What follows belongs to an exercise in optimizing a design on an open flow for small area and a short achievable clock period; a production flow would make more cautious choices.
Only simulation tests tie the RTL to the original design; equivalence was not proved.
Power is estimated from default activity; no workload was simulated.

**flow/design.v**
```verilog
`timescale 1ns / 1ps
module sigmoid9slices (
    input wire clk,
    input wire rst_n,
    input wire signed [15:0] x0_in,
    input wire signed [15:0] x1_in,
    input wire valid_in,
    output reg signed [15:0] y0_out,
    output reg signed [15:0] y1_out,
    output reg valid_out
);
    reg v1, v2;
    always @(posedge clk or negedge rst_n)
        if (!rst_n) begin v1 <= 1'b0; v2 <= 1'b0; valid_out <= 1'b0; end
        else begin v1 <= valid_in; v2 <= v1; valid_out <= v2; end
    function [4:0] thr(input [14:0] u);
        reg lo155, lo2ab, g1, g2, g3, g4, g5;
        begin
            lo155 = u[9] | (u[8] & u[7]) | (u[8] & u[6] & (u[5] | (u[4] & u[3]) | (u[4] & u[2] & (u[1] | u[0]))));
            lo2ab = u[10] | (u[9] & u[8]) | (u[9] & u[7] & (u[6] | (u[5] & u[4]) | (u[5] & u[3] & (u[2] | (u[1] & u[0])))));
            g2 = u[14] | u[13] | u[12];
            g5 = u[14] | (u[13] & u[12]);
            g1 = g2 | u[11] | (u[10] & lo155);
            g3 = u[14] | u[13] | (u[12] & u[11] & lo2ab);
            g4 = u[14] | (u[13] & (u[12] | u[11] | (u[10] & lo155)));
            thr = {g5, g4, g3, g2, g1};
        end
    endfunction
    function [5:0] dec(input [15:0] x);
        reg [14:0] u;
        reg g1, g2, g3, g4, g5;
        reg [4:0] gp, gn;
        begin
            u = x[14:0];
            gp = thr(u);
            gn = thr(~u);
            {g5, g4, g3, g2, g1} = x[15] ? gn : gp;
            dec = {g5, ~g1, g1 & ~g2, g2 & ~g3, g3 & ~g4, g4 & ~g5};
        end
    endfunction
    reg [12:0] a0, a1;   
    reg [5:0] c0, c1;
    always @(posedge clk) begin
        a0 <= {x0_in[15], x0_in[11:0]}; a1 <= {x1_in[15], x1_in[11:0]};
        c0 <= dec(x0_in); c1 <= dec(x1_in);
    end
    wire [10:0] xr0 = a0[10:0];
    wire [10:0] xn0 = ~a0[10:0];
    wire sat0 = c0[5];
    wire r0_0_0 = (c0[0] & xr0[0]) | (c0[1] & xn0[0]);
    wire r0_0_1 = c0[1];
    wire r0_1_0 = ((c0[0] | c0[2] | c0[3]) & xr0[0]) | (c0[1] & xn0[1]) | (c0[4] & xn0[0]);
    wire r0_1_1 = (c0[0] & xr0[1]) | c0[4];
    wire r0_2_0 = ((c0[0] | c0[2] | c0[3]) & xr0[1]) | (c0[1] & xn0[2]) | (c0[4] & xn0[1]);
    wire r0_2_1 = (c0[0] & xr0[2]);
    wire r0_3_0 = ((c0[0] | c0[2] | c0[3]) & xr0[2]) | (c0[1] & xn0[3]) | (c0[4] & xn0[2]);
    wire r0_3_1 = ((c0[0] | c0[1]) & xr0[0]);
    wire r0_3_2 = (c0[0] & xr0[3]);
    wire r0_4_0 = ((c0[0] | c0[2] | c0[3]) & xr0[3]) | (c0[1] & xn0[4]) | (c0[4] & xn0[0]);
    wire r0_4_1 = ((c0[0] | c0[1]) & xr0[1]) | (c0[3] & xr0[0]) | c0[4];
    wire r0_4_2 = (c0[0] & xr0[4]) | (c0[4] & xn0[3]);
    wire r0_5_0 = ((c0[0] | c0[2] | c0[3]) & xr0[4]) | (c0[1] & xr0[0]) | (c0[4] & xn0[1]);
    wire r0_5_1 = ((c0[0] | c0[1]) & xr0[2]) | (c0[3] & xr0[1]) | (c0[4] & xn0[4]);
    wire r0_5_2 = (c0[0] & xr0[5]) | (c0[1] & xn0[5]);
    wire r0_6_0 = ((c0[0] | c0[2] | c0[3]) & xr0[5]) | (c0[1] & xr0[1]) | (c0[4] & xn0[2]);
    wire r0_6_1 = ((c0[0] | c0[1]) & xr0[3]) | (c0[3] & xr0[0]) | (c0[4] & xn0[5]);
    wire r0_6_2 = (c0[0] & xr0[6]) | (c0[1] & xn0[6]) | (c0[3] & xr0[2]);
    wire r0_7_0 = ((c0[0] | c0[2] | c0[3]) & xr0[6]) | (c0[1] & xr0[2]) | (c0[4] & xn0[3]);
    wire r0_7_1 = ((c0[0] | c0[1]) & xr0[4]) | (c0[2] & xr0[0]) | (c0[3] & xr0[1]) | (c0[4] & xn0[6]);
    wire r0_7_2 = (c0[0] & xr0[7]) | (c0[1] & xn0[7]) | (c0[3] & xr0[3]);
    wire r0_8_0 = ((c0[0] | c0[2] | c0[3]) & xr0[7]) | (c0[1] & xr0[3]) | (c0[4] & xn0[4]);
    wire r0_8_1 = ((c0[0] | c0[1]) & xr0[5]) | (c0[2] & xr0[1]) | (c0[3] & xr0[0]) | (c0[4] & xn0[7]);
    wire r0_8_2 = (c0[0] & xr0[8]) | (c0[1] & xn0[8]) | (c0[3] & xr0[2]);
    wire r0_8_3 = (c0[3] & xr0[4]);
    wire r0_9_0 = ((c0[0] | c0[2] | c0[3]) & xr0[8]) | (c0[1] & xr0[4]) | (c0[4] & xr0[0]);
    wire r0_9_1 = ((c0[0] | c0[1]) & xr0[6]) | (c0[2] & xr0[2]) | (c0[3] & xr0[1]) | (c0[4] & xn0[5]);
    wire r0_9_2 = (c0[0] & xr0[9]) | (c0[1] & xn0[9]) | (c0[3] & xr0[3]) | (c0[4] & xn0[8]);
    wire r0_9_3 = (c0[3] & xr0[5]);
    wire r0_10_0 = ((c0[0] | c0[2] | c0[3]) & xr0[9]) | (c0[1] & xr0[5]) | (c0[4] & xr0[1]);
    wire r0_10_1 = ((c0[0] | c0[1]) & xr0[7]) | (c0[2] & xr0[3]) | (c0[3] & xr0[2]) | (c0[4] & xn0[6]);
    wire r0_10_2 = (c0[0] & xr0[10]) | (c0[1] & xn0[10]) | (c0[3] & xr0[4]) | (c0[4] & xn0[9]);
    wire r0_10_3 = (c0[3] & xr0[6]);
    wire r0_11_0 = ((c0[0] | c0[1]) & xr0[8]) | (c0[2] & xr0[4]) | (c0[3] & xr0[3]) | (c0[4] & xr0[2]) | (sat0 & (a0[12] | ~a0[12]));
    wire r0_11_1 = ((c0[0] | c0[2]) & xr0[10]) | (c0[1] & xr0[6]) | (c0[3] & xr0[5]) | (c0[4] & xn0[7]);
    wire r0_11_2 = ((c0[0] | c0[1]) & ((a0[12] & a0[11]) | (~a0[12] & a0[11]))) | c0[2] | (c0[3] & xr0[7]) | (c0[4] & xn0[10]);
    wire r0_11_3 = (c0[3] & ((a0[12] & ~a0[11] & a0[10]) | (~a0[12] & ~a0[11] & a0[10]) | (~a0[12] & a0[11] & a0[10])));
    wire r0_12_0 = ((c0[0] | c0[1]) & xr0[9]) | (c0[2] & xr0[5]) | (c0[3] & xr0[4]) | (c0[4] & xr0[3]) | (sat0 & (~a0[12]));
    wire r0_12_1 = (c0[0] & ((a0[12] & ~a0[11]) | (~a0[12] & a0[11]))) | (c0[1] & xr0[7]) | (c0[2] & ((a0[12] & a0[11]) | (~a0[12] & ~a0[11]))) | (c0[3] & xr0[6]) | (c0[4] & xn0[8]);
    wire r0_12_2 = (c0[1] & ((a0[12] & a0[11]) | (a0[12] & ~a0[11]))) | (c0[3] & xr0[8]) | (c0[4] & ((~a0[12] & ~a0[11])));
    wire r0_12_3 = (c0[3] & ((a0[12] & a0[11] & ~a0[10]) | (~a0[12] & a0[11] & ~a0[10]) | (~a0[12] & a0[11] & a0[10])));
    wire r0_13_0 = ((c0[0] | c0[1]) & xr0[10]) | (c0[2] & xr0[6]) | (c0[3] & xr0[5]) | (c0[4] & xr0[4]) | (sat0 & (a0[12]));
    wire r0_13_1 = (c0[0] & ((a0[12] & a0[11]))) | (c0[1] & xr0[8]) | (c0[2] & ((~a0[12] & a0[11]))) | (c0[3] & xr0[7]) | (c0[4] & xn0[9]);
    wire r0_13_2 = (c0[1] & ((~a0[12] & a0[11]) | (~a0[12] & ~a0[11]))) | (c0[3] & xr0[9]) | (c0[4] & ((~a0[12] & ~a0[11])));
    wire r0_13_3 = (c0[3] & ((a0[12] & ~a0[11] & ~a0[10]) | (a0[12] & ~a0[11] & a0[10]) | (a0[12] & a0[11] & ~a0[10])));
    wire r0_14_0 = (c0[0] & ((a0[12] & a0[11]) | (~a0[12] & ~a0[11]))) | (c0[1] & xr0[9]) | (c0[2] & xr0[7]) | (c0[3] & xr0[6]) | (c0[4] & xr0[5]) | (sat0 & (~a0[12]));
    wire r0_14_1 = (c0[1] & ((a0[12] & ~a0[11]) | (~a0[12] & a0[11]))) | (c0[2] & ((~a0[12] & ~a0[11]) | (~a0[12] & a0[11]))) | (c0[3] & xr0[8]) | (c0[4] & xn0[10]);
    wire r0_14_2 = (c0[3] & xr0[10]) | (c0[4] & ((~a0[12] & ~a0[11])));
    wire r0_14_3 = (c0[3] & ((~a0[12] & ~a0[11] & a0[10]) | (~a0[12] & a0[11] & ~a0[10]) | (~a0[12] & a0[11] & a0[10])));
    wire r0_15_0 = (c0[0] & ((~a0[12] & a0[11]))) | (c0[1] & xr0[10]) | (c0[2] & xr0[8]) | (c0[3] & xr0[7]) | (c0[4] & xr0[6]) | (sat0 & (~a0[12]));
    wire r0_15_1 = (c0[1] & ((~a0[12] & ~a0[11]))) | (c0[2] & ((a0[12] & ~a0[11]) | (a0[12] & a0[11]))) | (c0[3] & xr0[9]);
    wire r0_15_2 = (c0[3] & ((a0[12] & ~a0[11] & ~a0[10]) | (a0[12] & ~a0[11] & a0[10]) | (~a0[12] & a0[11] & ~a0[10]) | (~a0[12] & a0[11] & a0[10])));
    wire r0_16_0 = (c0[0] & ((~a0[12] & ~a0[11]) | (~a0[12] & a0[11]))) | (c0[1] & ((a0[12] & ~a0[11]) | (~a0[12] & a0[11]))) | (c0[2] & xr0[9]) | (c0[3] & xr0[8]) | (c0[4] & xr0[7]) | (sat0 & (~a0[12]));
    wire r0_16_1 = (c0[2] & ((a0[12] & ~a0[11]) | (a0[12] & a0[11]))) | (c0[3] & xr0[10]) | (c0[4] & ((~a0[12] & ~a0[11])));
    wire r0_16_2 = (c0[3] & ((a0[12] & ~a0[11] & ~a0[10]) | (a0[12] & ~a0[11] & a0[10]) | (~a0[12] & ~a0[11] & a0[10]) | (~a0[12] & a0[11] & ~a0[10]) | (~a0[12] & a0[11] & a0[10])));
    wire r0_17_0 = (c0[0] & ((~a0[12] & ~a0[11]) | (~a0[12] & a0[11]))) | ((c0[1] | c0[4]) & ((~a0[12] & ~a0[11]))) | (c0[2] & xr0[10]) | (c0[3] & xr0[9]) | (sat0 & (~a0[12]));
    wire r0_17_1 = (c0[2] & ((a0[12] & ~a0[11]) | (a0[12] & a0[11]))) | (c0[3] & ((a0[12] & ~a0[11] & ~a0[10]) | (a0[12] & ~a0[11] & a0[10]) | (a0[12] & a0[11] & ~a0[10]) | (~a0[12] & ~a0[11] & a0[10]))) | (c0[4] & xr0[8]);
    wire r0_18_0 = (c0[0] & ((~a0[12] & ~a0[11]) | (~a0[12] & a0[11]))) | (c0[1] & ((~a0[12] & a0[11]) | (~a0[12] & ~a0[11]))) | (c0[2] & ((a0[12] & ~a0[11]) | (~a0[12] & a0[11]))) | (c0[3] & xr0[10]) | (c0[4] & xr0[9]) | (sat0 & (~a0[12]));
    wire r0_18_1 = (c0[3] & ((a0[12] & ~a0[11] & ~a0[10]) | (a0[12] & ~a0[11] & a0[10]) | (~a0[12] & a0[11] & ~a0[10]) | (~a0[12] & a0[11] & a0[10]))) | (c0[4] & ((~a0[12] & ~a0[11])));
    wire r0_19_0 = (c0[0] & ((~a0[12] & ~a0[11]) | (~a0[12] & a0[11]))) | (c0[1] & ((~a0[12] & a0[11]) | (~a0[12] & ~a0[11]))) | (c0[2] & ((a0[12] & ~a0[11]) | (~a0[12] & ~a0[11]) | (~a0[12] & a0[11]))) | (c0[3] & ((~a0[12] & a0[11] & ~a0[10]) | (~a0[12] & a0[11] & a0[10]))) | (c0[4] & xr0[10]) | (sat0 & (~a0[12]));
    wire r0_19_1 = (c0[4] & ((~a0[12] & ~a0[11])));
    wire r0_20_0 = (c0[0] & ((~a0[12] & ~a0[11]) | (~a0[12] & a0[11]))) | (c0[1] & ((~a0[12] & a0[11]) | (~a0[12] & ~a0[11]))) | (c0[2] & ((a0[12] & ~a0[11]) | (~a0[12] & ~a0[11]) | (~a0[12] & a0[11]))) | (c0[3] & ((a0[12] & a0[11] & ~a0[10]))) | c0[4] | (sat0 & (~a0[12]));
    wire r0_21_0 = (c0[0] & ((~a0[12] & ~a0[11]) | (~a0[12] & a0[11]))) | (c0[1] & ((~a0[12] & a0[11]) | (~a0[12] & ~a0[11]))) | (c0[2] & ((a0[12] & ~a0[11]) | (~a0[12] & ~a0[11]) | (~a0[12] & a0[11]))) | (c0[3] & ((~a0[12] & ~a0[11] & a0[10]) | (~a0[12] & a0[11] & ~a0[10]) | (~a0[12] & a0[11] & a0[10]))) | (sat0 & (~a0[12]));
    wire h0_1s = r0_8_0 ^ r0_8_1;
    wire h0_1c = r0_8_0 & r0_8_1;
    wire f0_2s = r0_9_0 ^ r0_9_1 ^ r0_9_2;
    wire f0_2c = (r0_9_0 & r0_9_1) | (r0_9_0 & r0_9_2) | (r0_9_1 & r0_9_2);
    wire f0_3s = r0_10_0 ^ r0_10_1 ^ r0_10_2;
    wire f0_3c = (r0_10_0 & r0_10_1) | (r0_10_0 & r0_10_2) | (r0_10_1 & r0_10_2);
    wire f0_4s = r0_11_0 ^ r0_11_1 ^ r0_11_2;
    wire f0_4c = (r0_11_0 & r0_11_1) | (r0_11_0 & r0_11_2) | (r0_11_1 & r0_11_2);
    wire f0_5s = r0_12_0 ^ r0_12_1 ^ r0_12_2;
    wire f0_5c = (r0_12_0 & r0_12_1) | (r0_12_0 & r0_12_2) | (r0_12_1 & r0_12_2);
    wire f0_6s = r0_13_0 ^ r0_13_1 ^ r0_13_2;
    wire f0_6c = (r0_13_0 & r0_13_1) | (r0_13_0 & r0_13_2) | (r0_13_1 & r0_13_2);
    wire f0_7s = r0_14_0 ^ r0_14_1 ^ r0_14_2;
    wire f0_7c = (r0_14_0 & r0_14_1) | (r0_14_0 & r0_14_2) | (r0_14_1 & r0_14_2);
    wire h0_8s = r0_15_0 ^ r0_15_1;
    wire h0_8c = r0_15_0 & r0_15_1;
    wire h0_9s = r0_16_0 ^ r0_16_1;
    wire h0_9c = r0_16_0 & r0_16_1;
    wire h0_10s = r0_3_0 ^ r0_3_1;
    wire h0_10c = r0_3_0 & r0_3_1;
    wire f0_11s = r0_4_0 ^ r0_4_1 ^ r0_4_2;
    wire f0_11c = (r0_4_0 & r0_4_1) | (r0_4_0 & r0_4_2) | (r0_4_1 & r0_4_2);
    wire f0_12s = r0_5_0 ^ r0_5_1 ^ r0_5_2;
    wire f0_12c = (r0_5_0 & r0_5_1) | (r0_5_0 & r0_5_2) | (r0_5_1 & r0_5_2);
    wire f0_13s = r0_6_0 ^ r0_6_1 ^ r0_6_2;
    wire f0_13c = (r0_6_0 & r0_6_1) | (r0_6_0 & r0_6_2) | (r0_6_1 & r0_6_2);
    wire f0_14s = r0_7_0 ^ r0_7_1 ^ r0_7_2;
    wire f0_14c = (r0_7_0 & r0_7_1) | (r0_7_0 & r0_7_2) | (r0_7_1 & r0_7_2);
    wire f0_15s = r0_8_2 ^ r0_8_3 ^ h0_1s;
    wire f0_15c = (r0_8_2 & r0_8_3) | (r0_8_2 & h0_1s) | (r0_8_3 & h0_1s);
    wire f0_16s = r0_9_3 ^ h0_1c ^ f0_2s;
    wire f0_16c = (r0_9_3 & h0_1c) | (r0_9_3 & f0_2s) | (h0_1c & f0_2s);
    wire f0_17s = r0_10_3 ^ f0_2c ^ f0_3s;
    wire f0_17c = (r0_10_3 & f0_2c) | (r0_10_3 & f0_3s) | (f0_2c & f0_3s);
    wire f0_18s = r0_11_3 ^ f0_3c ^ f0_4s;
    wire f0_18c = (r0_11_3 & f0_3c) | (r0_11_3 & f0_4s) | (f0_3c & f0_4s);
    wire f0_19s = r0_12_3 ^ f0_4c ^ f0_5s;
    wire f0_19c = (r0_12_3 & f0_4c) | (r0_12_3 & f0_5s) | (f0_4c & f0_5s);
    wire f0_20s = r0_13_3 ^ f0_5c ^ f0_6s;
    wire f0_20c = (r0_13_3 & f0_5c) | (r0_13_3 & f0_6s) | (f0_5c & f0_6s);
    wire f0_21s = r0_14_3 ^ f0_6c ^ f0_7s;
    wire f0_21c = (r0_14_3 & f0_6c) | (r0_14_3 & f0_7s) | (f0_6c & f0_7s);
    wire f0_22s = r0_15_2 ^ f0_7c ^ h0_8s;
    wire f0_22c = (r0_15_2 & f0_7c) | (r0_15_2 & h0_8s) | (f0_7c & h0_8s);
    wire f0_23s = r0_16_2 ^ h0_8c ^ h0_9s;
    wire f0_23c = (r0_16_2 & h0_8c) | (r0_16_2 & h0_9s) | (h0_8c & h0_9s);
    wire f0_24s = r0_17_0 ^ r0_17_1 ^ h0_9c;
    wire f0_24c = (r0_17_0 & r0_17_1) | (r0_17_0 & h0_9c) | (r0_17_1 & h0_9c);
    wire h0_25s = r0_18_0 ^ r0_18_1;
    wire h0_25c = r0_18_0 & r0_18_1;
    wire h0_26s = r0_19_0 ^ r0_19_1;
    wire h0_26c = r0_19_0 & r0_19_1;
    wire lg0_27 = (r0_1_0 & r0_1_1) | ((r0_1_0 | r0_1_1) & (r0_0_0 & r0_0_1));
    wire lp0_27 = (r0_1_0 | r0_1_1) & (r0_0_0 | r0_0_1);
    wire lg0_28 = (r0_3_2 & h0_10s) | ((r0_3_2 | h0_10s) & (r0_2_0 & r0_2_1));
    wire lp0_28 = (r0_3_2 | h0_10s) & (r0_2_0 | r0_2_1);
    wire lg0_29 = (f0_11c & f0_12s) | ((f0_11c | f0_12s) & (h0_10c & f0_11s));
    wire lp0_29 = (f0_11c | f0_12s) & (h0_10c | f0_11s);
    wire lg0_30 = lg0_28 | (lp0_28 & lg0_27);
    wire lp0_30 = lp0_28 & lp0_27;
    wire lg0_31 = lg0_29 | (lp0_29 & lg0_30);
    wire lp0_31 = lp0_29 & lp0_30;
    wire lg0_32 = (f0_13c & f0_14s) | ((f0_13c | f0_14s) & (f0_12c & f0_13s));
    wire lp0_32 = (f0_13c | f0_14s) & (f0_12c | f0_13s);
    wire lg0_33 = (f0_15c & f0_16s) | ((f0_15c | f0_16s) & (f0_14c & f0_15s));
    wire lp0_33 = (f0_15c | f0_16s) & (f0_14c | f0_15s);
    wire lg0_34 = lg0_33 | (lp0_33 & lg0_32);
    wire lp0_34 = lp0_33 & lp0_32;
    wire lg0_35 = (f0_16c & f0_17s) | ((f0_16c | f0_17s) & lg0_34);
    wire lp0_35 = (f0_16c | f0_17s) & lp0_34;
    reg [10:0] sa0, sb0;
    reg lgl0, lgh0, lph0;   
    wire lc0 = lgh0 | (lph0 & lgl0);
    always @(posedge clk) begin
        sa0 <= {r0_21_0, r0_20_0, h0_25c, f0_24c, f0_23c, f0_22c, f0_21c, f0_20c, f0_19c, f0_18c, f0_17c};
        sb0 <= {1'b0, h0_26c, h0_26s, h0_25s, f0_24s, f0_23s, f0_22s, f0_21s, f0_20s, f0_19s, f0_18s};
        lgl0 <= lg0_31; lgh0 <= lg0_35; lph0 <= lp0_35;
    end
    wire [10:0] ys0;
    wire ys0_p0 = (sa0[0] ^ sb0[0]);
    wire ys0_p1 = (sa0[1] ^ sb0[1]);
    wire ys0_p2 = (sa0[2] ^ sb0[2]);
    wire ys0_p3 = (sa0[3] ^ sb0[3]);
    wire ys0_p4 = (sa0[4] ^ sb0[4]);
    wire ys0_p5 = (sa0[5] ^ sb0[5]);
    wire ys0_p6 = (sa0[6] ^ sb0[6]);
    wire ys0_p7 = (sa0[7] ^ sb0[7]);
    wire ys0_p8 = (sa0[8] ^ sb0[8]);
    wire ys0_p9 = (sa0[9] ^ sb0[9]);
    wire ys0_p10 = (sa0[10] ^ sb0[10]);
    wire ys0_g0 = (sa0[0] & sb0[0]) | (ys0_p0 & lc0);
    wire ys0_g1 = (sa0[1] & sb0[1]);
    wire ys0_g2 = (sa0[2] & sb0[2]);
    wire ys0_g3 = (sa0[3] & sb0[3]);
    wire ys0_g4 = (sa0[4] & sb0[4]);
    wire ys0_g5 = (sa0[5] & sb0[5]);
    wire ys0_g6 = (sa0[6] & sb0[6]);
    wire ys0_g7 = (sa0[7] & sb0[7]);
    wire ys0_g8 = (sa0[8] & sb0[8]);
    wire ys0_g9 = (sa0[9] & sb0[9]);
    wire ys0_g10 = (sa0[10] & sb0[10]);
    wire ys0_G36 = ys0_g1 | (ys0_p1 & ys0_g0);
    wire ys0_P36 = ys0_p1 & ys0_p0;
    wire ys0_G37 = ys0_g3 | (ys0_p3 & ys0_g2);
    wire ys0_P37 = ys0_p3 & ys0_p2;
    wire ys0_G38 = ys0_g5 | (ys0_p5 & ys0_g4);
    wire ys0_P38 = ys0_p5 & ys0_p4;
    wire ys0_G39 = ys0_g7 | (ys0_p7 & ys0_g6);
    wire ys0_P39 = ys0_p7 & ys0_p6;
    wire ys0_G40 = ys0_g9 | (ys0_p9 & ys0_g8);
    wire ys0_P40 = ys0_p9 & ys0_p8;
    wire ys0_G41 = ys0_G37 | (ys0_P37 & ys0_G36);
    wire ys0_P41 = ys0_P37 & ys0_P36;
    wire ys0_G42 = ys0_G39 | (ys0_P39 & ys0_G38);
    wire ys0_P42 = ys0_P39 & ys0_P38;
    wire ys0_G43 = ys0_G42 | (ys0_P42 & ys0_G41);
    wire ys0_P43 = ys0_P42 & ys0_P41;
    wire ys0_G44 = ys0_G38 | (ys0_P38 & ys0_G41);
    wire ys0_P44 = ys0_P38 & ys0_P41;
    wire ys0_G45 = ys0_G40 | (ys0_P40 & ys0_G43);
    wire ys0_P45 = ys0_P40 & ys0_P43;
    wire ys0_G46 = ys0_g2 | (ys0_p2 & ys0_G36);
    wire ys0_P46 = ys0_p2 & ys0_P36;
    wire ys0_G47 = ys0_g4 | (ys0_p4 & ys0_G41);
    wire ys0_P47 = ys0_p4 & ys0_P41;
    wire ys0_G48 = ys0_g6 | (ys0_p6 & ys0_G44);
    wire ys0_P48 = ys0_p6 & ys0_P44;
    wire ys0_G49 = ys0_g8 | (ys0_p8 & ys0_G43);
    wire ys0_P49 = ys0_p8 & ys0_P43;
    wire ys0_G50 = ys0_g10 | (ys0_p10 & ys0_G45);
    wire ys0_P50 = ys0_p10 & ys0_P45;
    assign ys0[0] = ys0_p0 ^ lc0;
    assign ys0[1] = ys0_p1 ^ ys0_g0;
    assign ys0[2] = ys0_p2 ^ ys0_G36;
    assign ys0[3] = ys0_p3 ^ ys0_G46;
    assign ys0[4] = ys0_p4 ^ ys0_G41;
    assign ys0[5] = ys0_p5 ^ ys0_G47;
    assign ys0[6] = ys0_p6 ^ ys0_G44;
    assign ys0[7] = ys0_p7 ^ ys0_G48;
    assign ys0[8] = ys0_p8 ^ ys0_G43;
    assign ys0[9] = ys0_p9 ^ ys0_G49;
    assign ys0[10] = ys0_p10 ^ ys0_G45;
    always @(posedge clk) y0_out <= {5'b0, ys0};
    wire [10:0] xr1 = a1[10:0];
    wire [10:0] xn1 = ~a1[10:0];
    wire sat1 = c1[5];
    wire r1_0_0 = (c1[0] & xr1[0]) | (c1[1] & xn1[0]);
    wire r1_0_1 = c1[1];
    wire r1_1_0 = ((c1[0] | c1[2] | c1[3]) & xr1[0]) | (c1[1] & xn1[1]) | (c1[4] & xn1[0]);
    wire r1_1_1 = (c1[0] & xr1[1]) | c1[4];
    wire r1_2_0 = ((c1[0] | c1[2] | c1[3]) & xr1[1]) | (c1[1] & xn1[2]) | (c1[4] & xn1[1]);
    wire r1_2_1 = (c1[0] & xr1[2]);
    wire r1_3_0 = ((c1[0] | c1[2] | c1[3]) & xr1[2]) | (c1[1] & xn1[3]) | (c1[4] & xn1[2]);
    wire r1_3_1 = ((c1[0] | c1[1]) & xr1[0]);
    wire r1_3_2 = (c1[0] & xr1[3]);
    wire r1_4_0 = ((c1[0] | c1[2] | c1[3]) & xr1[3]) | (c1[1] & xn1[4]) | (c1[4] & xn1[0]);
    wire r1_4_1 = ((c1[0] | c1[1]) & xr1[1]) | (c1[3] & xr1[0]) | c1[4];
    wire r1_4_2 = (c1[0] & xr1[4]) | (c1[4] & xn1[3]);
    wire r1_5_0 = ((c1[0] | c1[2] | c1[3]) & xr1[4]) | (c1[1] & xr1[0]) | (c1[4] & xn1[1]);
    wire r1_5_1 = ((c1[0] | c1[1]) & xr1[2]) | (c1[3] & xr1[1]) | (c1[4] & xn1[4]);
    wire r1_5_2 = (c1[0] & xr1[5]) | (c1[1] & xn1[5]);
    wire r1_6_0 = ((c1[0] | c1[2] | c1[3]) & xr1[5]) | (c1[1] & xr1[1]) | (c1[4] & xn1[2]);
    wire r1_6_1 = ((c1[0] | c1[1]) & xr1[3]) | (c1[3] & xr1[0]) | (c1[4] & xn1[5]);
    wire r1_6_2 = (c1[0] & xr1[6]) | (c1[1] & xn1[6]) | (c1[3] & xr1[2]);
    wire r1_7_0 = ((c1[0] | c1[2] | c1[3]) & xr1[6]) | (c1[1] & xr1[2]) | (c1[4] & xn1[3]);
    wire r1_7_1 = ((c1[0] | c1[1]) & xr1[4]) | (c1[2] & xr1[0]) | (c1[3] & xr1[1]) | (c1[4] & xn1[6]);
    wire r1_7_2 = (c1[0] & xr1[7]) | (c1[1] & xn1[7]) | (c1[3] & xr1[3]);
    wire r1_8_0 = ((c1[0] | c1[2] | c1[3]) & xr1[7]) | (c1[1] & xr1[3]) | (c1[4] & xn1[4]);
    wire r1_8_1 = ((c1[0] | c1[1]) & xr1[5]) | (c1[2] & xr1[1]) | (c1[3] & xr1[0]) | (c1[4] & xn1[7]);
    wire r1_8_2 = (c1[0] & xr1[8]) | (c1[1] & xn1[8]) | (c1[3] & xr1[2]);
    wire r1_8_3 = (c1[3] & xr1[4]);
    wire r1_9_0 = ((c1[0] | c1[2] | c1[3]) & xr1[8]) | (c1[1] & xr1[4]) | (c1[4] & xr1[0]);
    wire r1_9_1 = ((c1[0] | c1[1]) & xr1[6]) | (c1[2] & xr1[2]) | (c1[3] & xr1[1]) | (c1[4] & xn1[5]);
    wire r1_9_2 = (c1[0] & xr1[9]) | (c1[1] & xn1[9]) | (c1[3] & xr1[3]) | (c1[4] & xn1[8]);
    wire r1_9_3 = (c1[3] & xr1[5]);
    wire r1_10_0 = ((c1[0] | c1[2] | c1[3]) & xr1[9]) | (c1[1] & xr1[5]) | (c1[4] & xr1[1]);
    wire r1_10_1 = ((c1[0] | c1[1]) & xr1[7]) | (c1[2] & xr1[3]) | (c1[3] & xr1[2]) | (c1[4] & xn1[6]);
    wire r1_10_2 = (c1[0] & xr1[10]) | (c1[1] & xn1[10]) | (c1[3] & xr1[4]) | (c1[4] & xn1[9]);
    wire r1_10_3 = (c1[3] & xr1[6]);
    wire r1_11_0 = ((c1[0] | c1[1]) & xr1[8]) | (c1[2] & xr1[4]) | (c1[3] & xr1[3]) | (c1[4] & xr1[2]) | (sat1 & (a1[12] | ~a1[12]));
    wire r1_11_1 = ((c1[0] | c1[2]) & xr1[10]) | (c1[1] & xr1[6]) | (c1[3] & xr1[5]) | (c1[4] & xn1[7]);
    wire r1_11_2 = ((c1[0] | c1[1]) & ((a1[12] & a1[11]) | (~a1[12] & a1[11]))) | c1[2] | (c1[3] & xr1[7]) | (c1[4] & xn1[10]);
    wire r1_11_3 = (c1[3] & ((a1[12] & ~a1[11] & a1[10]) | (~a1[12] & ~a1[11] & a1[10]) | (~a1[12] & a1[11] & a1[10])));
    wire r1_12_0 = ((c1[0] | c1[1]) & xr1[9]) | (c1[2] & xr1[5]) | (c1[3] & xr1[4]) | (c1[4] & xr1[3]) | (sat1 & (~a1[12]));
    wire r1_12_1 = (c1[0] & ((a1[12] & ~a1[11]) | (~a1[12] & a1[11]))) | (c1[1] & xr1[7]) | (c1[2] & ((a1[12] & a1[11]) | (~a1[12] & ~a1[11]))) | (c1[3] & xr1[6]) | (c1[4] & xn1[8]);
    wire r1_12_2 = (c1[1] & ((a1[12] & a1[11]) | (a1[12] & ~a1[11]))) | (c1[3] & xr1[8]) | (c1[4] & ((~a1[12] & ~a1[11])));
    wire r1_12_3 = (c1[3] & ((a1[12] & a1[11] & ~a1[10]) | (~a1[12] & a1[11] & ~a1[10]) | (~a1[12] & a1[11] & a1[10])));
    wire r1_13_0 = ((c1[0] | c1[1]) & xr1[10]) | (c1[2] & xr1[6]) | (c1[3] & xr1[5]) | (c1[4] & xr1[4]) | (sat1 & (a1[12]));
    wire r1_13_1 = (c1[0] & ((a1[12] & a1[11]))) | (c1[1] & xr1[8]) | (c1[2] & ((~a1[12] & a1[11]))) | (c1[3] & xr1[7]) | (c1[4] & xn1[9]);
    wire r1_13_2 = (c1[1] & ((~a1[12] & a1[11]) | (~a1[12] & ~a1[11]))) | (c1[3] & xr1[9]) | (c1[4] & ((~a1[12] & ~a1[11])));
    wire r1_13_3 = (c1[3] & ((a1[12] & ~a1[11] & ~a1[10]) | (a1[12] & ~a1[11] & a1[10]) | (a1[12] & a1[11] & ~a1[10])));
    wire r1_14_0 = (c1[0] & ((a1[12] & a1[11]) | (~a1[12] & ~a1[11]))) | (c1[1] & xr1[9]) | (c1[2] & xr1[7]) | (c1[3] & xr1[6]) | (c1[4] & xr1[5]) | (sat1 & (~a1[12]));
    wire r1_14_1 = (c1[1] & ((a1[12] & ~a1[11]) | (~a1[12] & a1[11]))) | (c1[2] & ((~a1[12] & ~a1[11]) | (~a1[12] & a1[11]))) | (c1[3] & xr1[8]) | (c1[4] & xn1[10]);
    wire r1_14_2 = (c1[3] & xr1[10]) | (c1[4] & ((~a1[12] & ~a1[11])));
    wire r1_14_3 = (c1[3] & ((~a1[12] & ~a1[11] & a1[10]) | (~a1[12] & a1[11] & ~a1[10]) | (~a1[12] & a1[11] & a1[10])));
    wire r1_15_0 = (c1[0] & ((~a1[12] & a1[11]))) | (c1[1] & xr1[10]) | (c1[2] & xr1[8]) | (c1[3] & xr1[7]) | (c1[4] & xr1[6]) | (sat1 & (~a1[12]));
    wire r1_15_1 = (c1[1] & ((~a1[12] & ~a1[11]))) | (c1[2] & ((a1[12] & ~a1[11]) | (a1[12] & a1[11]))) | (c1[3] & xr1[9]);
    wire r1_15_2 = (c1[3] & ((a1[12] & ~a1[11] & ~a1[10]) | (a1[12] & ~a1[11] & a1[10]) | (~a1[12] & a1[11] & ~a1[10]) | (~a1[12] & a1[11] & a1[10])));
    wire r1_16_0 = (c1[0] & ((~a1[12] & ~a1[11]) | (~a1[12] & a1[11]))) | (c1[1] & ((a1[12] & ~a1[11]) | (~a1[12] & a1[11]))) | (c1[2] & xr1[9]) | (c1[3] & xr1[8]) | (c1[4] & xr1[7]) | (sat1 & (~a1[12]));
    wire r1_16_1 = (c1[2] & ((a1[12] & ~a1[11]) | (a1[12] & a1[11]))) | (c1[3] & xr1[10]) | (c1[4] & ((~a1[12] & ~a1[11])));
    wire r1_16_2 = (c1[3] & ((a1[12] & ~a1[11] & ~a1[10]) | (a1[12] & ~a1[11] & a1[10]) | (~a1[12] & ~a1[11] & a1[10]) | (~a1[12] & a1[11] & ~a1[10]) | (~a1[12] & a1[11] & a1[10])));
    wire r1_17_0 = (c1[0] & ((~a1[12] & ~a1[11]) | (~a1[12] & a1[11]))) | ((c1[1] | c1[4]) & ((~a1[12] & ~a1[11]))) | (c1[2] & xr1[10]) | (c1[3] & xr1[9]) | (sat1 & (~a1[12]));
    wire r1_17_1 = (c1[2] & ((a1[12] & ~a1[11]) | (a1[12] & a1[11]))) | (c1[3] & ((a1[12] & ~a1[11] & ~a1[10]) | (a1[12] & ~a1[11] & a1[10]) | (a1[12] & a1[11] & ~a1[10]) | (~a1[12] & ~a1[11] & a1[10]))) | (c1[4] & xr1[8]);
    wire r1_18_0 = (c1[0] & ((~a1[12] & ~a1[11]) | (~a1[12] & a1[11]))) | (c1[1] & ((~a1[12] & a1[11]) | (~a1[12] & ~a1[11]))) | (c1[2] & ((a1[12] & ~a1[11]) | (~a1[12] & a1[11]))) | (c1[3] & xr1[10]) | (c1[4] & xr1[9]) | (sat1 & (~a1[12]));
    wire r1_18_1 = (c1[3] & ((a1[12] & ~a1[11] & ~a1[10]) | (a1[12] & ~a1[11] & a1[10]) | (~a1[12] & a1[11] & ~a1[10]) | (~a1[12] & a1[11] & a1[10]))) | (c1[4] & ((~a1[12] & ~a1[11])));
    wire r1_19_0 = (c1[0] & ((~a1[12] & ~a1[11]) | (~a1[12] & a1[11]))) | (c1[1] & ((~a1[12] & a1[11]) | (~a1[12] & ~a1[11]))) | (c1[2] & ((a1[12] & ~a1[11]) | (~a1[12] & ~a1[11]) | (~a1[12] & a1[11]))) | (c1[3] & ((~a1[12] & a1[11] & ~a1[10]) | (~a1[12] & a1[11] & a1[10]))) | (c1[4] & xr1[10]) | (sat1 & (~a1[12]));
    wire r1_19_1 = (c1[4] & ((~a1[12] & ~a1[11])));
    wire r1_20_0 = (c1[0] & ((~a1[12] & ~a1[11]) | (~a1[12] & a1[11]))) | (c1[1] & ((~a1[12] & a1[11]) | (~a1[12] & ~a1[11]))) | (c1[2] & ((a1[12] & ~a1[11]) | (~a1[12] & ~a1[11]) | (~a1[12] & a1[11]))) | (c1[3] & ((a1[12] & a1[11] & ~a1[10]))) | c1[4] | (sat1 & (~a1[12]));
    wire r1_21_0 = (c1[0] & ((~a1[12] & ~a1[11]) | (~a1[12] & a1[11]))) | (c1[1] & ((~a1[12] & a1[11]) | (~a1[12] & ~a1[11]))) | (c1[2] & ((a1[12] & ~a1[11]) | (~a1[12] & ~a1[11]) | (~a1[12] & a1[11]))) | (c1[3] & ((~a1[12] & ~a1[11] & a1[10]) | (~a1[12] & a1[11] & ~a1[10]) | (~a1[12] & a1[11] & a1[10]))) | (sat1 & (~a1[12]));
    wire h1_51s = r1_8_0 ^ r1_8_1;
    wire h1_51c = r1_8_0 & r1_8_1;
    wire f1_52s = r1_9_0 ^ r1_9_1 ^ r1_9_2;
    wire f1_52c = (r1_9_0 & r1_9_1) | (r1_9_0 & r1_9_2) | (r1_9_1 & r1_9_2);
    wire f1_53s = r1_10_0 ^ r1_10_1 ^ r1_10_2;
    wire f1_53c = (r1_10_0 & r1_10_1) | (r1_10_0 & r1_10_2) | (r1_10_1 & r1_10_2);
    wire f1_54s = r1_11_0 ^ r1_11_1 ^ r1_11_2;
    wire f1_54c = (r1_11_0 & r1_11_1) | (r1_11_0 & r1_11_2) | (r1_11_1 & r1_11_2);
    wire f1_55s = r1_12_0 ^ r1_12_1 ^ r1_12_2;
    wire f1_55c = (r1_12_0 & r1_12_1) | (r1_12_0 & r1_12_2) | (r1_12_1 & r1_12_2);
    wire f1_56s = r1_13_0 ^ r1_13_1 ^ r1_13_2;
    wire f1_56c = (r1_13_0 & r1_13_1) | (r1_13_0 & r1_13_2) | (r1_13_1 & r1_13_2);
    wire f1_57s = r1_14_0 ^ r1_14_1 ^ r1_14_2;
    wire f1_57c = (r1_14_0 & r1_14_1) | (r1_14_0 & r1_14_2) | (r1_14_1 & r1_14_2);
    wire h1_58s = r1_15_0 ^ r1_15_1;
    wire h1_58c = r1_15_0 & r1_15_1;
    wire h1_59s = r1_16_0 ^ r1_16_1;
    wire h1_59c = r1_16_0 & r1_16_1;
    wire h1_60s = r1_3_0 ^ r1_3_1;
    wire h1_60c = r1_3_0 & r1_3_1;
    wire f1_61s = r1_4_0 ^ r1_4_1 ^ r1_4_2;
    wire f1_61c = (r1_4_0 & r1_4_1) | (r1_4_0 & r1_4_2) | (r1_4_1 & r1_4_2);
    wire f1_62s = r1_5_0 ^ r1_5_1 ^ r1_5_2;
    wire f1_62c = (r1_5_0 & r1_5_1) | (r1_5_0 & r1_5_2) | (r1_5_1 & r1_5_2);
    wire f1_63s = r1_6_0 ^ r1_6_1 ^ r1_6_2;
    wire f1_63c = (r1_6_0 & r1_6_1) | (r1_6_0 & r1_6_2) | (r1_6_1 & r1_6_2);
    wire f1_64s = r1_7_0 ^ r1_7_1 ^ r1_7_2;
    wire f1_64c = (r1_7_0 & r1_7_1) | (r1_7_0 & r1_7_2) | (r1_7_1 & r1_7_2);
    wire f1_65s = r1_8_2 ^ r1_8_3 ^ h1_51s;
    wire f1_65c = (r1_8_2 & r1_8_3) | (r1_8_2 & h1_51s) | (r1_8_3 & h1_51s);
    wire f1_66s = r1_9_3 ^ h1_51c ^ f1_52s;
    wire f1_66c = (r1_9_3 & h1_51c) | (r1_9_3 & f1_52s) | (h1_51c & f1_52s);
    wire f1_67s = r1_10_3 ^ f1_52c ^ f1_53s;
    wire f1_67c = (r1_10_3 & f1_52c) | (r1_10_3 & f1_53s) | (f1_52c & f1_53s);
    wire f1_68s = r1_11_3 ^ f1_53c ^ f1_54s;
    wire f1_68c = (r1_11_3 & f1_53c) | (r1_11_3 & f1_54s) | (f1_53c & f1_54s);
    wire f1_69s = r1_12_3 ^ f1_54c ^ f1_55s;
    wire f1_69c = (r1_12_3 & f1_54c) | (r1_12_3 & f1_55s) | (f1_54c & f1_55s);
    wire f1_70s = r1_13_3 ^ f1_55c ^ f1_56s;
    wire f1_70c = (r1_13_3 & f1_55c) | (r1_13_3 & f1_56s) | (f1_55c & f1_56s);
    wire f1_71s = r1_14_3 ^ f1_56c ^ f1_57s;
    wire f1_71c = (r1_14_3 & f1_56c) | (r1_14_3 & f1_57s) | (f1_56c & f1_57s);
    wire f1_72s = r1_15_2 ^ f1_57c ^ h1_58s;
    wire f1_72c = (r1_15_2 & f1_57c) | (r1_15_2 & h1_58s) | (f1_57c & h1_58s);
    wire f1_73s = r1_16_2 ^ h1_58c ^ h1_59s;
    wire f1_73c = (r1_16_2 & h1_58c) | (r1_16_2 & h1_59s) | (h1_58c & h1_59s);
    wire f1_74s = r1_17_0 ^ r1_17_1 ^ h1_59c;
    wire f1_74c = (r1_17_0 & r1_17_1) | (r1_17_0 & h1_59c) | (r1_17_1 & h1_59c);
    wire h1_75s = r1_18_0 ^ r1_18_1;
    wire h1_75c = r1_18_0 & r1_18_1;
    wire h1_76s = r1_19_0 ^ r1_19_1;
    wire h1_76c = r1_19_0 & r1_19_1;
    wire lg1_77 = (r1_1_0 & r1_1_1) | ((r1_1_0 | r1_1_1) & (r1_0_0 & r1_0_1));
    wire lp1_77 = (r1_1_0 | r1_1_1) & (r1_0_0 | r1_0_1);
    wire lg1_78 = (r1_3_2 & h1_60s) | ((r1_3_2 | h1_60s) & (r1_2_0 & r1_2_1));
    wire lp1_78 = (r1_3_2 | h1_60s) & (r1_2_0 | r1_2_1);
    wire lg1_79 = (f1_61c & f1_62s) | ((f1_61c | f1_62s) & (h1_60c & f1_61s));
    wire lp1_79 = (f1_61c | f1_62s) & (h1_60c | f1_61s);
    wire lg1_80 = lg1_78 | (lp1_78 & lg1_77);
    wire lp1_80 = lp1_78 & lp1_77;
    wire lg1_81 = lg1_79 | (lp1_79 & lg1_80);
    wire lp1_81 = lp1_79 & lp1_80;
    wire lg1_82 = (f1_63c & f1_64s) | ((f1_63c | f1_64s) & (f1_62c & f1_63s));
    wire lp1_82 = (f1_63c | f1_64s) & (f1_62c | f1_63s);
    wire lg1_83 = (f1_65c & f1_66s) | ((f1_65c | f1_66s) & (f1_64c & f1_65s));
    wire lp1_83 = (f1_65c | f1_66s) & (f1_64c | f1_65s);
    wire lg1_84 = lg1_83 | (lp1_83 & lg1_82);
    wire lp1_84 = lp1_83 & lp1_82;
    wire lg1_85 = (f1_66c & f1_67s) | ((f1_66c | f1_67s) & lg1_84);
    wire lp1_85 = (f1_66c | f1_67s) & lp1_84;
    reg [10:0] sa1, sb1;
    reg lgl1, lgh1, lph1;   
    wire lc1 = lgh1 | (lph1 & lgl1);
    always @(posedge clk) begin
        sa1 <= {r1_21_0, r1_20_0, h1_75c, f1_74c, f1_73c, f1_72c, f1_71c, f1_70c, f1_69c, f1_68c, f1_67c};
        sb1 <= {1'b0, h1_76c, h1_76s, h1_75s, f1_74s, f1_73s, f1_72s, f1_71s, f1_70s, f1_69s, f1_68s};
        lgl1 <= lg1_81; lgh1 <= lg1_85; lph1 <= lp1_85;
    end
    wire [10:0] ys1;
    wire ys1_p0 = (sa1[0] ^ sb1[0]);
    wire ys1_p1 = (sa1[1] ^ sb1[1]);
    wire ys1_p2 = (sa1[2] ^ sb1[2]);
    wire ys1_p3 = (sa1[3] ^ sb1[3]);
    wire ys1_p4 = (sa1[4] ^ sb1[4]);
    wire ys1_p5 = (sa1[5] ^ sb1[5]);
    wire ys1_p6 = (sa1[6] ^ sb1[6]);
    wire ys1_p7 = (sa1[7] ^ sb1[7]);
    wire ys1_p8 = (sa1[8] ^ sb1[8]);
    wire ys1_p9 = (sa1[9] ^ sb1[9]);
    wire ys1_p10 = (sa1[10] ^ sb1[10]);
    wire ys1_g0 = (sa1[0] & sb1[0]) | (ys1_p0 & lc1);
    wire ys1_g1 = (sa1[1] & sb1[1]);
    wire ys1_g2 = (sa1[2] & sb1[2]);
    wire ys1_g3 = (sa1[3] & sb1[3]);
    wire ys1_g4 = (sa1[4] & sb1[4]);
    wire ys1_g5 = (sa1[5] & sb1[5]);
    wire ys1_g6 = (sa1[6] & sb1[6]);
    wire ys1_g7 = (sa1[7] & sb1[7]);
    wire ys1_g8 = (sa1[8] & sb1[8]);
    wire ys1_g9 = (sa1[9] & sb1[9]);
    wire ys1_g10 = (sa1[10] & sb1[10]);
    wire ys1_G86 = ys1_g1 | (ys1_p1 & ys1_g0);
    wire ys1_P86 = ys1_p1 & ys1_p0;
    wire ys1_G87 = ys1_g3 | (ys1_p3 & ys1_g2);
    wire ys1_P87 = ys1_p3 & ys1_p2;
    wire ys1_G88 = ys1_g5 | (ys1_p5 & ys1_g4);
    wire ys1_P88 = ys1_p5 & ys1_p4;
    wire ys1_G89 = ys1_g7 | (ys1_p7 & ys1_g6);
    wire ys1_P89 = ys1_p7 & ys1_p6;
    wire ys1_G90 = ys1_g9 | (ys1_p9 & ys1_g8);
    wire ys1_P90 = ys1_p9 & ys1_p8;
    wire ys1_G91 = ys1_G87 | (ys1_P87 & ys1_G86);
    wire ys1_P91 = ys1_P87 & ys1_P86;
    wire ys1_G92 = ys1_G89 | (ys1_P89 & ys1_G88);
    wire ys1_P92 = ys1_P89 & ys1_P88;
    wire ys1_G93 = ys1_G92 | (ys1_P92 & ys1_G91);
    wire ys1_P93 = ys1_P92 & ys1_P91;
    wire ys1_G94 = ys1_G88 | (ys1_P88 & ys1_G91);
    wire ys1_P94 = ys1_P88 & ys1_P91;
    wire ys1_G95 = ys1_G90 | (ys1_P90 & ys1_G93);
    wire ys1_P95 = ys1_P90 & ys1_P93;
    wire ys1_G96 = ys1_g2 | (ys1_p2 & ys1_G86);
    wire ys1_P96 = ys1_p2 & ys1_P86;
    wire ys1_G97 = ys1_g4 | (ys1_p4 & ys1_G91);
    wire ys1_P97 = ys1_p4 & ys1_P91;
    wire ys1_G98 = ys1_g6 | (ys1_p6 & ys1_G94);
    wire ys1_P98 = ys1_p6 & ys1_P94;
    wire ys1_G99 = ys1_g8 | (ys1_p8 & ys1_G93);
    wire ys1_P99 = ys1_p8 & ys1_P93;
    wire ys1_G100 = ys1_g10 | (ys1_p10 & ys1_G95);
    wire ys1_P100 = ys1_p10 & ys1_P95;
    assign ys1[0] = ys1_p0 ^ lc1;
    assign ys1[1] = ys1_p1 ^ ys1_g0;
    assign ys1[2] = ys1_p2 ^ ys1_G86;
    assign ys1[3] = ys1_p3 ^ ys1_G96;
    assign ys1[4] = ys1_p4 ^ ys1_G91;
    assign ys1[5] = ys1_p5 ^ ys1_G97;
    assign ys1[6] = ys1_p6 ^ ys1_G94;
    assign ys1[7] = ys1_p7 ^ ys1_G98;
    assign ys1[8] = ys1_p8 ^ ys1_G93;
    assign ys1[9] = ys1_p9 ^ ys1_G99;
    assign ys1[10] = ys1_p10 ^ ys1_G95;
    always @(posedge clk) y1_out <= {5'b0, ys1};
endmodule
```
**flow/flow/run.sh**
```bash
#!/bin/bash
# Standard layout, with plain buffers (instead of delay cells) on the ports, and the
# timing repair aimed at a setup slack of 5.6 ns. The make output goes to standard.log,
# each ORFS step's full log to orfs/logs/.
set -e
export BUFFER_PORTS_ARGS="-buffer_cell sky130_fd_sc_hd__buf_2"
bash standard.sh finish SETUP_SLACK_MARGIN=5.6 > standard.log 2>&1
```
**flow/standard.sh**
```bash
#!/bin/bash
# synth_recipe.tcl (not shown) runs the flow's synth.tcl, then flattens the netlist and writes it again
# the make line also repeats each setting of config.mk as NAME=value (left out here)
make -C /OpenROAD-flow-scripts/flow DESIGN_CONFIG=/design/flow/config.mk WORK_HOME=/design/flow/orfs CLKGATE_MAP_FILE= SYNTH_SCRIPT=/design/flow/synth_recipe.tcl "${@:-finish}"
```
**flow/config.mk**
```make
export PLATFORM = sky130hd
export DESIGN_NAME = sigmoid9slices
export DESIGN_NICKNAME = sigmoid9slices
export VERILOG_FILES = /design/flow/design.v
export SDC_FILE = /design/flow/constraint.sdc
export NUM_CORES = 4
export LEC_CHECK = 0
export ABC_AREA = 1
export CAP_MARGIN = 20
export CORE_MARGIN = 2
export CORE_UTILIZATION = 70
export SETUP_SLACK_MARGIN = 5
export SLEW_MARGIN = 20
export TNS_END_PERCENT = 0
```
**flow/constraint.sdc**
```tcl
create_clock -name core_clock -period 8.0 [get_ports {clk}]
set_input_delay 1.6000 -clock core_clock [delete_from_list [all_inputs] [get_ports {clk}]]
set_output_delay 1.6000 -clock core_clock [all_outputs]
set_load 0.01 [all_outputs]
```
==> results.yml, run 1 <==
floorplan:
  die_w_um: 104
  die_h_um: 104
  die_area_sq_um: 10800
  core_area_sq_um: 9730
  io_pins: 68
  start_util_pct: 71.7
  num_rows: 36
synthesis:
  synth_area_leader_cell: "dfxtp_1"
  ys_types: 45
  synth_warnings: 1
  seq_area_frac_synth_pct: 32.1
  netlist_area_sq_um: 6980
  synth_commonest_cells: "nand2_1 (191), inv_1 (123), dfxtp_1 (108), a21oi_1 (54), nor2_1 (54)"
  synthTopCellsByArea: "dfxtp_1 (31%), fa_1 (15%), nand2_1 (10%)"
  yosysMostFrequentCell: "nand2_1"
  syn_area_per_cell_sq_um: 8.20
  ys_async_sr_fraction_pct: 2.70
  yosys_register_bits: 111
  synth-edff-count: 0
  syn_inst: 851
  synthFlopType: "dfxtp_1"
  synth_top_area_share_pct: 31.0
critical_path:
  crit_path_top_delay_cell: "dfrtp_1"
  crit_path_max_incr_delay_ns: 0.38
  reg2reg_slack_ns: 5.52
  worstPathArrival_ns: 0.91
  start_kind: "flip-flop"
  reg2reg_depth: 7
  crit_path_start: "valid_out"
  r2r-start: "a0[12]"
  critical_path_class: "flip-flop to output pin"
  crit_buf_inv: 1
  r2r_end: "sb0[3]"
  worst_setup_path_end_kind: "output pin"
  path_cells: "buf_2"
  crit_required_ns: 6.40
  cp_max_fo: 1
  path_delay_family: "flip-flops"
placed_design:
  post-place-ws_ns: 5.01
  place_congestion: 0.959
  place_hpwl_um: 13400
  dp.cells: 1016
  portBuffers: 57
min_path:
  hold_path_class: "flip-flop to flip-flop"
  whs_endpoint: "v2"
  hold_path_depth: 0
  hold_start: "v1"
timing:
  fin_crit_sh_pct: 31.4
  max_freq_mhz: 398
  finalHoldViolations: 0
  rsz0062_at_grt: "true"
  tightest_slew_ns: 0.552
  finClkSkew_ns: 0.00984
  fin_tns_setup_ns: 0
  drv_slew: 0
  fin_crit_ns: 2.51
  setup_viol: 0
  relSlewSlack_pct: 63.1
  finalWorstSetupSlack_ns: 5.49
status:
  status: "no timing/DRC/antenna violations"
power:
  p_per_area_nw_per_um2: 231
  power_uw: 1800
  p_leak_uw: 0.00403
  irDropWorstVdd_mv: 0.180
detailed_routing:
  wl_per_cell_um: 17.1
  vias_per_cell: 5.96
  wl_met3_um: 1510
  drc_errors: 0
  via_count: 6285
  routed_wl_um: 18000
  dr.max_layer_used: "met4"
  met2_length_um: 8370
  drtIter0Drc: 694
  drtAntennaViolNets: 0
  firstDrtPassIters: 5
  met1_length_um: 7480
global_route:
  grt_usage_pct: 33.6
  grt_pass1_vias: 6206
  overflow: 0
  grt_max_degree: 22
  grt_pass1_wl_um: 29100
  antenna_found_initial: 0
clocking:
  cts_buffer_depth: 2
  clk_latency_ns: 0.41
  cts_root_buf: "clkbuf_8"
  htree_levels: 3
  clock_sinks: 111
  tritoncts: "yes"
  numCtsBuffers: 9
  cts_hold_buf: 0
  path_clk_slew_ns: 0.10
layout:
  area_growth_pct: 11.7
  nNetsFinal: 1041
  diodes: 0
  drive_gt1_share_pct: 17.5
  fin_cells: 1054
  fillers: 644
  post-route-util_pct: 80.1
flow_run:
  drv_cap: 0
[worst max-delay path by stage]
stage           endpoint  slack (ns)  cells after the start
2_1_floorplan     sb1[3]        5.64                      7
3_3_place_gp      sb1[2]        5.12                      6
3_5_place_dp      sb1[2]        5.01                      6
4_1_cts        valid_out        5.47                      1
5_1_grt             lgh0        5.44                      9
6_report       valid_out        5.49                      1
[cells in the final DEF, fill, tap and decap left out, types with 6 or more instances in the layout]
cell type,count
xor2_1,6
clkbuf_8,9
dfxtp_1,89
ha_1,38
inv_1,121
nor3_1,8
nand2_1,187
o221ai_1,6
buf_2,57
o2111ai_1,6
o22ai_1,16
fa_1,52
o21a_1,6
dfxtp_2,8
o211ai_1,10
nand3_1,22
dfxtp_4,11
o21ai_0,44
conb_1,10
buf_4,20
nor2_1,53
a2111oi_2,7
a21o_1,6
a21oi_1,52
[power by group]
part / switching [uW] / leakage, uW / internal (uW) / total [uW]
registers: 71.9 / 0.000945 / 687 / 759
logic: 403 / 0.00297 / 289 / 692
clock network: 198 / 0.000107 / 149 / 348
total: 673 / 0.00403 / 1130 / 1800
[metal layers]
metal	vias up	global-route usage [%]
met5	-	0
met4	0	15.7
met3	79	7.87
met2	385	53.6
met1	2923	43.3
li1	2898	-
[registers in the layout, indices dropped and copies added, names as in the netlist]
name	cells
a0	13
a1	13
sa0	11
sa1	11
y0_out	11
y1_out	11
sb0	10
sb1	10
c0	6
c1	6
lgh0	1
lgh1	1
lgl0	1
lgl1	1
lph0	1
lph1	1
v1	1
v2	1
valid_out	1
[layout make-up]
cell class	instances	area (sq um)	area share, %
Multi-Input combinational cell	581	4140	53.2
Sequential cell	111	2290	29.4
Inverter	135	544	6.99
Timing Repair Buffer	78	447	5.73
Tap cell	133	166	2.14
Clock buffer	9	124	1.59
Clock inverter	7	80.1	1.03
[kinds of logic (layout without fill, tap and decap cells)]
| group | Yosys count | count (layout) | synth area share, % |
|---|---|---|---|
| flip-flops | 111 | 111 | 32.1 |
| buffers and inverters | 169 | 229 | 10.8 |
| other | 1 | 10 | 0.0538 |
| XOR/XNOR | 8 | 8 | 1.00 |
| AND/OR/NAND/NOR | 290 | 291 | 17.2 |
| adder cells (fa/ha/maj) | 90 | 90 | 21.7 |
| AO/OA/AOI/OAI | 182 | 182 | 17.1 |
[through the flow]
| stage | hold slack, ns | cell area (sq um) |
|---|---|---|
| floorplan | 0.331 | 7010 |
| global placement | 0.344 | 7220 |
| detailed placement | 0.359 | 7220 |
| CTS | 0.382 | 7490 |
| global route | 0.386 | 7790 |
| finish | 0.378 | 7790 |
[repair_timing]
item                                    in CTS  in global routing
gates resized for setup                     23                 49
buffers inserted                             3                 18
pin swaps                                    1                  9
endpoints found under the setup margin      45                 39
gates cloned                                 0                  1
[worst reg2reg max path, delay by kind of cell (launching register included)]
kind	cells	cell delay (ns)
adder cells (fa/ha/maj)	3	1.25
flip-flops	1	0.44
AO/OA/AOI/OAI	2	0.43
buffers and inverters	2	0.23
==> inputs of run 2 (changes only) <==
==> flow/flow/run.sh (replaced) <==
#!/bin/bash
# Standard layout, with plain buffers (instead of delay cells) on the ports, and the
# timing repair aimed at a setup slack of 5.6 ns. The make output goes to standard.log,
# each ORFS step's full log to orfs/logs/.
set -e
export BUFFER_PORTS_ARGS="-buffer_cell sky130_fd_sc_hd__buf_1"
bash standard.sh finish SETUP_SLACK_MARGIN=5.6 > standard.log 2>&1
==> run 2 against run 1 <==
Synthesized cell count is the same. Critical endpoint unchanged. First-iteration DRC count decreased by 9.2%. Core utilization rose by 0.73 points. Clock skew down 0.00073 ns. Total power fell by 1.3%. Count of clock-buffer cells in the layout grew 2. Clock power shrank 8.3%. Sequential power barely moved.
==> results.yml, run 2 <==
critical_path:
  crit_buf_inv: 1
  path_cells: "clkbuf_2"
  path_delay_family: "flip-flops"
  cp_max_fo: 1
  start_kind: "flip-flop"
  crit_required_ns: 6.40
  worstPathArrival_ns: 0.89
  crit_path_max_incr_delay_ns: 0.38
  crit_path_top_delay_cell: "dfrtp_1"
  worst_setup_path_end_kind: "output pin"
  critical_path_class: "flip-flop to output pin"
flow_run:
  drv_cap: 0
synthesis:
  synth_warnings: 1
  yosys_register_bits: 111
  ys_types: 45
  synth_area_leader_cell: "dfxtp_1"
  netlist_area_sq_um: 6980
  synth_commonest_cells: "nand2_1 (191), inv_1 (123), dfxtp_1 (108), a21oi_1 (54), nor2_1 (54)"
  synthFlopType: "dfxtp_1"
  synthTopCellsByArea: "dfxtp_1 (31%), fa_1 (15%), nand2_1 (10%)"
  synth-edff-count: 0
  synth_top_area_share_pct: 31.0
  ys_async_sr_fraction_pct: 2.70
  seq_area_frac_synth_pct: 32.1
  syn_inst: 851
  yosysMostFrequentCell: "nand2_1"
  syn_area_per_cell_sq_um: 8.20
clocking:
  cts_hold_buf: 0
  cts_buffer_depth: 2
  tritoncts: "yes"
  path_clk_slew_ns: 0.10
  htree_levels: 3
  clk_latency_ns: 0.39
  clock_sinks: 111
  numCtsBuffers: 9
  cts_root_buf: "clkbuf_8"
power:
  clock_power_share_pct: 18.0
  seq_power_share_pct: 42.8
  p_per_area_nw_per_um2: 226
  swShare_pct: 38.4
  power_frac_comb_pct: 39.3
  irDropWorstVdd_mv: 0.193
  p_leak_uw: 0.00393
  p_int_uw: 1090
  p_switching_uw: 683
min_path:
  hold_path_class: "flip-flop to flip-flop"
timing:
  fin_tns_setup_ns: 0
  max_freq_mhz: 401
  finalWorstSetupSlack_ns: 5.51
  finalHoldViolations: 0
  finClkSkew_ns: 0.00911
  fin_crit_sh_pct: 31.2
  drv_slew: 0
  rsz0062_at_grt: "true"
  fin_crit_ns: 2.49
  relSlewSlack_pct: 53.5
  setup_viol: 0
  tightest_slew_ns: 0.696
floorplan:
  start_util_pct: 71.7
  die_area_sq_um: 10800
  num_rows: 36
  io_pins: 68
  core_area_sq_um: 9730
  die_h_um: 104
  die_w_um: 104
detailed_routing:
  wl_per_cell_um: 17.6
  drtAntennaViolNets: 0
  routed_wl_um: 18800
  drc_errors: 0
  via_count: 6379
  drtIter0Drc: 630
  vias_per_cell: 5.97
  firstDrtPassIters: 5
global_route:
  grt_usage_pct: 34.3
  grt_max_degree: 22
  grt_pass1_vias: 6107
  grt_pass1_wl_um: 29400
  antenna_found_initial: 1
  overflow: 0
status:
  status: "no timing/DRC/antenna violations"
layout:
  drive_gt1_share_pct: 13.1
  area_growth_pct: 12.7
  top_regs: "a0 x13, a1 x13"
  layout_common_cells: "nand2_1 (191), inv_1 (120), dfxtp_1 (87)"
  mostFrequentLayoutCell: "nand2_1"
  nNetsFinal: 1054
placed_design:
  place_hpwl_um: 13500
  post-place-ws_ns: 4.96
  portBuffers: 57
  place_congestion: 0.960
run 2: layout make-up:
cell class / count / area [sq um]
repair buffers: 92 / 497
inverters: 135 / 549
well taps: 133 / 166
clock inverters: 5 / 41.3
clock buffers: 11 / 141
multi-input cells: 580 / 4170
fillers: 627 / 1870
flip-flops and latches: 111 / 2290
diodes: 1 / 2.50
run 2: routing by layer:
layer / GRT usage [%] / part of all wire (%) / vias up
li1: - / - / 2924
met1: 44.6 / 39 / 2940
met2: 55.9 / 47 / 435
met3: 7.74 / 9.6 / 80
met4: 13.8 / 3.7 / 0
met5: 0 / 0 / -
run 2: through the flow:
stage               std cells  hold slack, ns  util (%)  total power (uW)  area (sq um)
finish                   1068           0.369      80.8              1780          7860
global route             1067           0.381      80.8              1900          7860
CTS                      1046           0.379      77.2              1730          7510
detailed placement       1016           0.350      73.5              1400          7150
global placement         1016           0.344      73.5              1330          7150
floorplan                 860           0.331         -              1200          7010
run 2: logic make-up after synthesis:
group,synth area share (%)
buffers and inverters,10.8
AOI/OAI and AO/OA,17.1
other,0.0538
xor gates and xnor gates,1.00
and+or+nand+nor,17.2
DFF,32.1
adders and majority gates,21.7
run 2: power by group through the flow:
stage	sequential, uW	clock, uW	combinational [uW]
4_1_cts	761	321	651
6_report	760	319	697
2_1_floorplan	776	0	424
3_3_place_gp	768	0	563
5_1_grt	771	341	785
3_5_place_dp	776	0	620
run 2: repair_timing:
item	4_1_cts	5_1_grt
pin swaps	1	6
gates resized for setup	31	51
setup buffers	14	21
setup endpoints to repair	44	38
run 2: path summary, 6_finish.rpt:
check,from,endpoint,slack (ns),depth (start not counted)
hold / removal,v1,v2,0.37,0
max in group asynchronous,rst_n,valid_out,6.85,1
setup reg to reg,a1[3],lgh1,5.54,10
min in group asynchronous,rst_n,v2,0.99,1
hold reg to reg,v1,v2,0.37,0
setup / recovery,valid_out,valid_out,5.51,1
==> inputs of run 3 (changes only) <==
==> flow/flow/run.sh (replaced) <==
#!/bin/bash
# Standard layout, with plain buffers (instead of delay cells) on the ports, and the
# timing repair aimed at a setup slack of 5.5 ns. The make output goes to standard.log,
# each ORFS step's full log to orfs/logs/.
set -e
export BUFFER_PORTS_ARGS="-buffer_cell sky130_fd_sc_hd__buf_1"
bash standard.sh finish SETUP_SLACK_MARGIN=5.5 > standard.log 2>&1
==> run 3 against run 2 <==
Clock power barely moved. Count of clock-buffer cells in the layout stayed put. Wire length fell by 4.4%. Maximum frequency down 4.2%. Highest routed layer unchanged. Cell count is 2.0% lower. Sequential share of layout area grew 0.99 points. Hold slack better by 0.0051 ns. Design area shrank 4.1%. Critical path depth rose by 6.
==> results.yml, run 3 <==
status:
  status: "no timing/DRC/antenna violations"
timing:
  fin_tns_setup_ns: 0
  fin_crit_sh_pct: 32.5
  max_freq_mhz: 384
  setup_viol: 0
  finalWorstSetupSlack_ns: 5.40
  relSlewSlack_pct: 53.2
  drv_slew: 0
  finalHoldViolations: 0
  fin_crit_ns: 2.60
  rsz0062_at_grt: "true"
  tightest_slew_ns: 0.700
  finClkSkew_ns: 0.0122
detailed_routing:
  wl_per_cell_um: 17.2
  drc_errors: 0
  firstDrtPassIters: 7
  drtAntennaViolNets: 0
  routed_wl_um: 18000
  via_count: 6184
  drtIter0Drc: 638
  vias_per_cell: 5.91
critical_path:
  critical_path_class: "flip-flop to flip-flop"
  reg2reg_depth: 7
  worst_setup_path_end_kind: "flip-flop"
  worstPathArrival_ns: 2.88
  path_delay_family: "adder cells"
  start_kind: "flip-flop"
  crit_required_ns: 8.28
  path_cells: "buf_4, nand2_1, inv_1, a2111oi_1, fa_1, inv_1, fa_1"
  crit_path_top_delay_cell: "a2111oi_1"
  cp_max_fo: 7
  crit_buf_inv: 3
  crit_path_max_incr_delay_ns: 0.67
  crit_cells: 7
global_route:
  grt_usage_pct: 33.7
  antenna_found_initial: 1
  grt_pass1_vias: 5990
  grt_max_degree: 22
  grt_pass1_wl_um: 28900
  overflow: 0
floorplan:
  die_h_um: 104
  io_pins: 68
  start_util_pct: 71.7
  core_area_sq_um: 9730
  num_rows: 36
  die_w_um: 104
  die_area_sq_um: 10800
layout:
  area_growth_pct: 8.09
  mostFrequentLayoutCell: "nand2_1"
  layout_common_cells: "nand2_1 (191), inv_1 (123), dfxtp_1 (94)"
  fin_cells: 1047
  fillers: 680
  nNetsFinal: 1033
  drive_gt1_share_pct: 8.32
  multiInputGateArea_sq_um: 4070
  seqCellArea_sq_um: 2270
  top_regs: "a0 x13, a1 x13"
synthesis:
  synth_commonest_cells: "nand2_1 (191), inv_1 (123), dfxtp_1 (108), a21oi_1 (54), nor2_1 (54)"
  seq_area_frac_synth_pct: 32.1
  synth_top_area_share_pct: 31.0
  synth_warnings: 1
  synth_area_leader_cell: "dfxtp_1"
  syn_inst: 851
  synthFlopType: "dfxtp_1"
  yosys_register_bits: 111
  syn_area_per_cell_sq_um: 8.20
  synth-edff-count: 0
  ys_async_sr_fraction_pct: 2.70
  yosysMostFrequentCell: "nand2_1"
  netlist_area_sq_um: 6980
  ys_types: 45
  synthTopCellsByArea: "dfxtp_1 (31%), fa_1 (15%), nand2_1 (10%)"
clocking:
  numCtsBuffers: 9
  clock_sinks: 111
  htree_levels: 3
  cts_root_buf: "clkbuf_8"
  cts_hold_buf: 0
  cts_buffer_depth: 2
  tritoncts: "yes"
  path_clk_slew_ns: 0.10
  clk_latency_ns: 0.39
placed_design:
  post-place-ws_ns: 4.96
  portBuffers: 57
  dp.cells: 1016
  place_hpwl_um: 13500
  place_congestion: 0.960
min_path:
  hold_path_depth: 0
  hold_path_class: "flip-flop to flip-flop"
power:
  irDropWorstVdd_mv: 0.190
  p_per_area_nw_per_um2: 231
  p_leak_uw: 0.00379
flow_run:
  drv_cap: 0
## run 3: cell counts after synthesis
Identical to the previous run, type by type.
## run 3: timing repair
action                     CTS  global route
buffers inserted             5             9
setup endpoints to repair   21            16
gates resized for setup     20            19
pin swaps                    1             0
## run 3: final timing paths
check / start / to / slack (ns)
max in group asynchronous: rst_n / valid_out / 6.85
min in group asynchronous: rst_n / v2 / 0.99
hold reg to reg: v2 / valid_out / 0.37
setup reg to reg: c0[3] / sb0[0] / 5.40
hold / removal: v2 / valid_out / 0.37
setup / recovery: c0[3] / sb0[0] / 5.40
## run 3: metal layers
| metal | wire [um] | global-route usage, % | vias to the layer above |
|---|---|---|---|
| met5 | 0 | 0 | - |
| met4 | 545 | 12.8 | 0 |
| met3 | 1600 | 8.24 | 52 |
| met2 | 8430 | 54.5 | 394 |
| met1 | 7390 | 44.0 | 2859 |
| li1 | - | - | 2879 |
## run 3: per-stage QoR
step / power, uW / cell area (sq um) / hold slack [ns] / utilization [%]
2_1_floorplan: 1200 / 7010 / 0.331 / -
3_3_place_gp: 1330 / 7150 / 0.344 / 73.5
3_5_place_dp: 1400 / 7150 / 0.350 / 73.5
4_1_cts: 1730 / 7410 / 0.379 / 76.1
5_1_grt: 1860 / 7540 / 0.381 / 77.5
6_report: 1740 / 7540 / 0.374 / 77.5
## run 3: cell type report
| class | count | share of cell area, % |
|---|---|---|
| well taps | 133 | 2.21 |
| multi-input cells | 580 | 54.0 |
| diodes | 1 | 0.0332 |
| repair buffers | 71 | 4.23 |
| clock inverters | 5 | 0.548 |
| clock buffers | 11 | 1.87 |
| flip-flops and latches | 111 | 30.2 |
| inverters | 135 | 6.99 |
## run 3: cells by family (layout without fill, tap and decap cells)
| group | after synthesis | after routing | synth area share (%) |
|---|---|---|---|
| and+or+nand+nor | 290 | 290 | 17.2 |
| AOI/OAI and AO/OA | 182 | 182 | 17.1 |
| buffers and inverters | 169 | 222 | 10.8 |
| DFF | 111 | 111 | 32.1 |
| adders and majority gates | 90 | 90 | 21.7 |
| xor gates and xnor gates | 8 | 8 | 1.00 |
| other | 1 | 11 | 0.0538 |
## run 3: power by group
group	total, uW	switching [uW]	internal [uW]
Combinational	660	400	260
Clock	318	193	125
Sequential	763	75.9	687
Total	1740	669	1070

Check on run 3: ideal ports give 5.397 ns setup slack; a clkbuf_16 on the clock port and buf_2 on the inputs give 5.397 ns; moving port delays by the midpoint clock arrival (0.423 ns) as well gives 5.366 ns.
